What follows belongs to an exercise in optimizing a design on an open flow for small area and a short achievable clock period; a production flow would make more cautious choices. At most, simulation tests tie the RTL to the original design; equivalence was not proved.

==> flow/design.v <==
module Interface (
	input clk,
	input rst,
	input [30*4-1:0] taps,   
	input [29:0] found,
	output reg ext_on,       
	output reg rotp,         
	output reg [4:0] which,
	output reg TX
);
localparam [2:0] IDLE = 3'd0, IDLEC = 3'd1, SELECT = 3'd2, SEND = 3'd3, RESET = 3'd4;
reg [2:0] state;
reg [3:0] i;
reg [2:0] fsm;
reg [3:0] bit_count;
reg [8:0] clk_count;
reg       upper;         
reg       last;          
wire load = (fsm == 3'd1);
integer k;
reg [4:0] hi;
always @(*) begin
	hi = 5'd0;
	for (k = 0; k < 30; k = k + 1)
		if (found[k]) hi = k;
end
reg [3:0] tcode;
always @(posedge clk) tcode <= taps[which*4 +: 4];
reg [3:0] tap;           
always @(*) begin
	case (tcode[3:2])
		2'b00: tap = (tcode[1:0] == 2'b00) ? 4'd8 : {2'b00, tcode[1:0]};
		2'b01: tap = {2'b01, tcode[1:0]};
		2'b10: tap = 4'd9;
		default: tap = tcode[1] ? 4'd10 : 4'd0;
	endcase
end
always @(posedge clk) begin
	if (rst) begin
		ext_on <= 1'b0;
		rotp <= 1'b0;
	end else begin
		ext_on <= ((state == SEND) & (i == 4'd9)) | (state == RESET);
		rotp <= load & (i >= 4'd2) & (i <= 4'd6);
	end
end
always @(posedge clk) begin
	if (rst) begin
		state <= IDLE;
	end else begin
		case (state)
			IDLE, IDLEC: begin
				if (found != 30'd0) begin
					state <= SELECT;
					which <= hi;
				end else
					state <= IDLE;
			end
			SELECT: begin
				state <= SEND;
				i <= 4'd0;
			end
			SEND: begin
				if (load) i <= i + 4'd1;
				if (i == 4'd8) i <= 4'd9;
				if (i == 4'd9) state <= RESET;
			end
			default: state <= IDLEC;
		endcase
	end
end
wire drl = (state == SEND) & (i != 4'd9);
always @(posedge clk)
	clk_count <= (fsm == 3'd3) ? 9'd432 : clk_count - 9'd1;
always @(posedge clk) begin
	if (rst) begin
		fsm <= 3'd0;
		TX <= 1'b1;
	end else begin
		case (fsm)
			3'd0: if (drl) fsm <= 3'd1;
			3'd1: begin
				fsm <= 3'd2;
				upper <= (i == 4'd0) | (i == 4'd7);
				last <= (i == 4'd7);
			end
			3'd2: begin
				fsm <= 3'd3;
				bit_count <= 4'd10;
			end
			3'd3: begin
				fsm <= 3'd4;
				bit_count <= bit_count - 4'd1;
				case (bit_count)
					4'd10: TX <= 1'b0;
					4'd9: TX <= upper ? ~last : tap[0];
					4'd8: TX <= upper | tap[1];
					4'd7: TX <= upper | tap[2];
					4'd6: TX <= upper | tap[3];
					4'd1: TX <= 1'b1;
					default: TX <= upper;
				endcase
			end
			3'd4: begin
				if (clk_count == 9'd0) fsm <= 3'd5;
			end
			3'd5: fsm <= (bit_count == 4'd0) ? 3'd0 : 3'd3;
			default: fsm <= 3'd0;
		endcase
	end
end
endmodule
module SearchModule #(parameter SEED = 1351) (
	input clk,
	input rst,
	input enan,            
	input ext,             
	input rot,             
	input boot,            
	input bootend,         
	input [10:0] sl,       
	output reg found,
	output reg found_o,    
	output [3:0] tap       
);
localparam [1:0] PW = 2'd0, PC = 2'd1, PR = 2'd2, PF = 2'd3;
localparam [10:0] S0 = 11'b10000000000;
localparam [10:0] INIT = 11'b10000000000;
reg [32:0] r;
reg [2:0]  b;       
reg [2:0]  m;       
reg [1:0]  ph;
reg [10:0] cnt;
reg [10:0] st;
reg [3:0]  c0, c1, c2, c3, c4, c5;
assign tap = c5;
wire shifting = (ph != PW);
wire fail2    = (ph == PF) & cnt[9];
wire resp     = fail2 | ext;
wire w_end    = (ph == PW) & (boot ? bootend : (cnt[0] & cnt[5]));
wire fin      = (ph == PC) & st[2];
wire [4:0] din = r[29:25] & {~(m[2] & (m[1] | m[0])), ~m[2], ~(m[2] | (m[1] & m[0])), ~(m[2] | m[1]), ~(m[2] | m[1] | m[0])};
wire inrange  = ~din[4] & (din[3:0] != 4'd0) & (din[3:0] <= 4'd10);
wire valid    = (b == 3'd7) & enan & (ph == PC) & ~st[3] & ~st[2] & inrange;
wire run      = (ph == PR) & ~found;
wire low0     = (cnt[9:0] == 10'd0);
wire stinit   = (st == INIT);
wire found_set = run & low0 & ~cnt[10];
wire fail_set  = run & stinit & ~low0;
function [3:0] tcode(input [3:0] p);
	tcode = {p[3] & (p[1] | p[0]), p[2] | (p[3] & p[1]), p[1:0]};
endfunction
function tapv(input [3:0] t, input [10:0] s);
	reg a, b;
	begin
		case (t[1:0]) 2'd0: a = s[8]; 2'd1: a = s[1]; 2'd2: a = s[2]; default: a = s[3]; endcase
		case (t[1:0]) 2'd0: b = s[4]; 2'd1: b = s[5]; 2'd2: b = s[6]; default: b = s[7]; endcase
		case (t[3:2]) 2'd0: tapv = a; 2'd1: tapv = b; 2'd2: tapv = s[9]; default: tapv = s[10] & t[1]; endcase
	end
endfunction
wire fb = st[0] ^ (tapv(c5, st) & tapv(c4, st)) ^ tapv(c3, st) ^ tapv(c2, st) ^ tapv(c1, st) ^ tapv(c0, st);
wire [3:0] dcode = tcode(din[3:0]);
wire cfb = cnt[0] ^ cnt[2] ^ (cnt[10:1] == 10'd0);
wire prfb = r[32] ^ r[22] ^ r[2] ^ r[1];
wire seedbit = |(sl & SEED[10:0]);
always @(posedge clk) begin
	r <= {boot ? seedbit : shifting ? prfb : r[0], r[32:1]};
	if (rst)
		b <= 3'd0;
	else if (shifting)
		b <= b + 3'd1;
	if (shifting & (b == 3'd0))
		m <= 3'd0;
	else if (resp)
		m <= b;
	if (rst | fail2 | (found & ext)) begin
		ph <= PW;
		found <= 1'b0;
	end else begin
		if (w_end) ph <= PC;
		if (fin) ph <= PR;
		if (fail_set) ph <= PF;
		if (found_set) found <= 1'b1;
	end
	if (rst | (found_o & ext))
		found_o <= 1'b0;
	else if (found_set)
		found_o <= 1'b1;
	if (fail2 | (found & ext) | fin | fail_set)
		cnt <= S0;
	else
		cnt <= {cfb, cnt[10:1]};
	if ((ph == PW) | fin)
		st <= INIT;
	else if (valid | ((ph == PC) & st[3]))
		st <= {1'b0, st[10:1]};
	else if (run)
		st <= {fb, st[10:1]};
	if (valid & ~st[4]) begin
		c0 <= (st[9] && dcode == c0) ? 4'b1100 : dcode;
		{c5, c4, c3, c2, c1} <= {c4, c3, c2, c1, c0};
	end else if (rot) begin
		{c5, c4, c3, c2, c1, c0} <= {c4, c3, c2, c1, c0, c5};
	end
end
endmodule
module FPGA (
	input clk,
	input rst,
	input start,
	output wire TX,
	output reg found_smth,
	output wire startedmod,
	output wire [29:0] found_mods
);
reg start_S;
reg started;
reg started_o;     
reg [5:0] gcnt;      
wire boot = (gcnt != 6'd33);
wire bootend = (gcnt == 6'd32);
wire [10:0] sl;
genvar j;
generate
for (j = 0; j < 11; j = j + 1) begin: SL
	assign sl[j] = (gcnt == j + 1);
end
endgenerate
wire [30*4-1:0] taps;
wire [29:0] found;
wire [29:0] found_o;
wire ext_on, rotp;
wire [4:0] which;
wire [3:0] hi_dec = 4'b0001 << which[4:3];
wire [7:0] lo_dec = 8'b00000001 << which[2:0];
wire [3:0] xa = hi_dec & {4{ext_on}};
wire [3:0] ra = hi_dec & {4{rotp}};
wire enan = started | start_S;
assign startedmod = started_o;
assign found_mods = found_o;
Interface interfejs (
	.clk    (clk),
	.rst    (rst),
	.taps   (taps),
	.found  (found),
	.ext_on (ext_on),
	.rotp   (rotp),
	.which  (which),
	.TX     (TX)
);
genvar g;
generate
for (g = 0; g < 30; g = g + 1) begin: Trololo
	SearchModule #(.SEED(1351 + g)) szukacz (
		.clk     (clk),
		.rst     (rst),
		.enan    (enan),
		.ext     (xa[g / 8] & lo_dec[g % 8]),
		.rot     (ra[g / 8] & lo_dec[g % 8]),
		.boot    (boot),
		.bootend (bootend),
		.sl      (sl),
		.found   (found[g]),
		.found_o (found_o[g]),
		.tap     (taps[g*4 +: 4])
	);
end
endgenerate
always @(posedge clk) begin
	if (rst) begin
		found_smth <= 1'b0;
		start_S <= 1'b0;
		started <= 1'b0;
		started_o <= 1'b0;
		gcnt <= 6'd0;
	end else begin
		if (boot) gcnt <= gcnt + 6'd1;
		if (!start) start_S <= 1'b1;
		if (start_S) started <= 1'b1;
		if (start_S) started_o <= 1'b1;
		found_smth <= (found != 30'd0);
	end
end
endmodule
export LEC_CHECK = 0
export CAP_MARGIN = 20
export CORE_MARGIN = 2
export CORE_UTILIZATION = 40
export CTS_BUF_LIST = sky130_fd_sc_hd__clkbuf_16
export CTS_CLUSTER_DIAMETER = 120
export CTS_CLUSTER_SIZE = 28
export SETUP_SLACK_MARGIN = 5
export SLEW_MARGIN = 20
create_clock -name core_clock -period 8.0 [get_ports {clk}]
run.sh (not shown) runs the stock make flow with config.mk's settings and CLKGATE_MAP_FILE= SYNTH_SCRIPT=/design/flow/synth_recipe.tcl, a recipe that flattens the netlist after the stock synthesis.
The first run ran to the end with no violations.
Next try:
--- a/flow/design.v
+++ b/flow/design.v
@@ -1,12 +1,12 @@
 module Interface (
 	input clk,
 	input rst,
 	input [30*4-1:0] taps,   
 	input [29:0] found,
-	output reg ext_on,       
-	output reg rotp,         
+	output ext_on,           
+	output rotp,             
 	output reg [4:0] which,
 	output reg TX
 );
 localparam [2:0] IDLE = 3'd0, IDLEC = 3'd1, SELECT = 3'd2, SEND = 3'd3, RESET = 3'd4;
 reg [2:0] state;
@@ -14,11 +14,13 @@
 reg [2:0] fsm;
 reg [3:0] bit_count;
 reg [8:0] clk_count;
 reg       upper;         
 reg       last;          
+assign ext_on = (state == RESET) | (state == IDLEC);
 wire load = (fsm == 3'd1);
+assign rotp = load & (i >= 4'd2) & (i <= 4'd6);
 integer k;
 reg [4:0] hi;
 always @(*) begin
 	hi = 5'd0;
 	for (k = 0; k < 30; k = k + 1)
@@ -32,19 +34,10 @@
 		2'b00: tap = (tcode[1:0] == 2'b00) ? 4'd8 : {2'b00, tcode[1:0]};
 		2'b01: tap = {2'b01, tcode[1:0]};
 		2'b10: tap = 4'd9;
 		default: tap = tcode[1] ? 4'd10 : 4'd0;
 	endcase
-end
-always @(posedge clk) begin
-	if (rst) begin
-		ext_on <= 1'b0;
-		rotp <= 1'b0;
-	end else begin
-		ext_on <= ((state == SEND) & (i == 4'd9)) | (state == RESET);
-		rotp <= load & (i >= 4'd2) & (i <= 4'd6);
-	end
 end
 always @(posedge clk) begin
 	if (rst) begin
 		state <= IDLE;
 	end else begin
@@ -118,11 +111,10 @@
 	input rot,             
 	input boot,            
 	input bootend,         
 	input [10:0] sl,       
 	output reg found,
-	output reg found_o,    
 	output [3:0] tap       
 );
 localparam [1:0] PW = 2'd0, PC = 2'd1, PR = 2'd2, PF = 2'd3;
 localparam [10:0] S0 = 11'b10000000000;
 localparam [10:0] INIT = 11'b10000000000;
@@ -180,14 +172,10 @@
 		if (w_end) ph <= PC;
 		if (fin) ph <= PR;
 		if (fail_set) ph <= PF;
 		if (found_set) found <= 1'b1;
 	end
-	if (rst | (found_o & ext))
-		found_o <= 1'b0;
-	else if (found_set)
-		found_o <= 1'b1;
 	if (fail2 | (found & ext) | fin | fail_set)
 		cnt <= S0;
 	else
 		cnt <= {cfb, cnt[10:1]};
 	if ((ph == PW) | fin)
@@ -226,20 +214,19 @@
 	assign sl[j] = (gcnt == j + 1);
 end
 endgenerate
 wire [30*4-1:0] taps;
 wire [29:0] found;
-wire [29:0] found_o;
 wire ext_on, rotp;
 wire [4:0] which;
 wire [3:0] hi_dec = 4'b0001 << which[4:3];
 wire [7:0] lo_dec = 8'b00000001 << which[2:0];
 wire [3:0] xa = hi_dec & {4{ext_on}};
 wire [3:0] ra = hi_dec & {4{rotp}};
 wire enan = started | start_S;
 assign startedmod = started_o;
-assign found_mods = found_o;
+assign found_mods = found;
 Interface interfejs (
 	.clk    (clk),
 	.rst    (rst),
 	.taps   (taps),
 	.found  (found),
@@ -259,11 +246,10 @@
 		.rot     (ra[g / 8] & lo_dec[g % 8]),
 		.boot    (boot),
 		.bootend (bootend),
 		.sl      (sl),
 		.found   (found[g]),
-		.found_o (found_o[g]),
 		.tap     (taps[g*4 +: 4])
 	);
 end
 endgenerate
 always @(posedge clk) begin
Core utilization climbs by 0.17 points.
Clock-buffer cell count went down by 6.
Setup slack got worse by 0.026 ns.
Synthesized area went down by 1.6%.
Flip-flop and latch count fell by 32.
Non-clock buffer count goes up by 41.
Cell count decreases by 0.53%.
For the second run of this note, only the layout was checked, not whether the RTL still works.

==> static timing again, ports no longer ideal <==
In the flow no input, the clock included, has a driving cell. The finished layouts below were timed again as built, in two steps. Step 1: set_driving_cell puts a clkbuf_16 on clk and a buf_2 on each other input, an assumption about the parent block. Step 2 times the ports against the registers' clock, not the clock port: input delays grow and output delays shrink by t, the midpoint of the rising clock arrivals with the driver on. Three values: no drivers, after step 1, after step 2; two values: the first two.
run | shift t [ns] | setup WS [ns] | hold slack, ns | worst data-port slew with drivers (ns)
the first run | 0.883 | 5.013 / 4.922 / 4.323 | 0.319 / 0.319 / 0.319 | 0.05
the second run | 0.893 | 4.986 / 4.897 / 4.571 | 0.309 / 0.309 / 0.309 | 0.05
After both steps setup and hold are still met in every run listed. The setup slack of the first run, which loses most, moves by -0.091 ns with the drivers and by -0.690 ns with both steps.
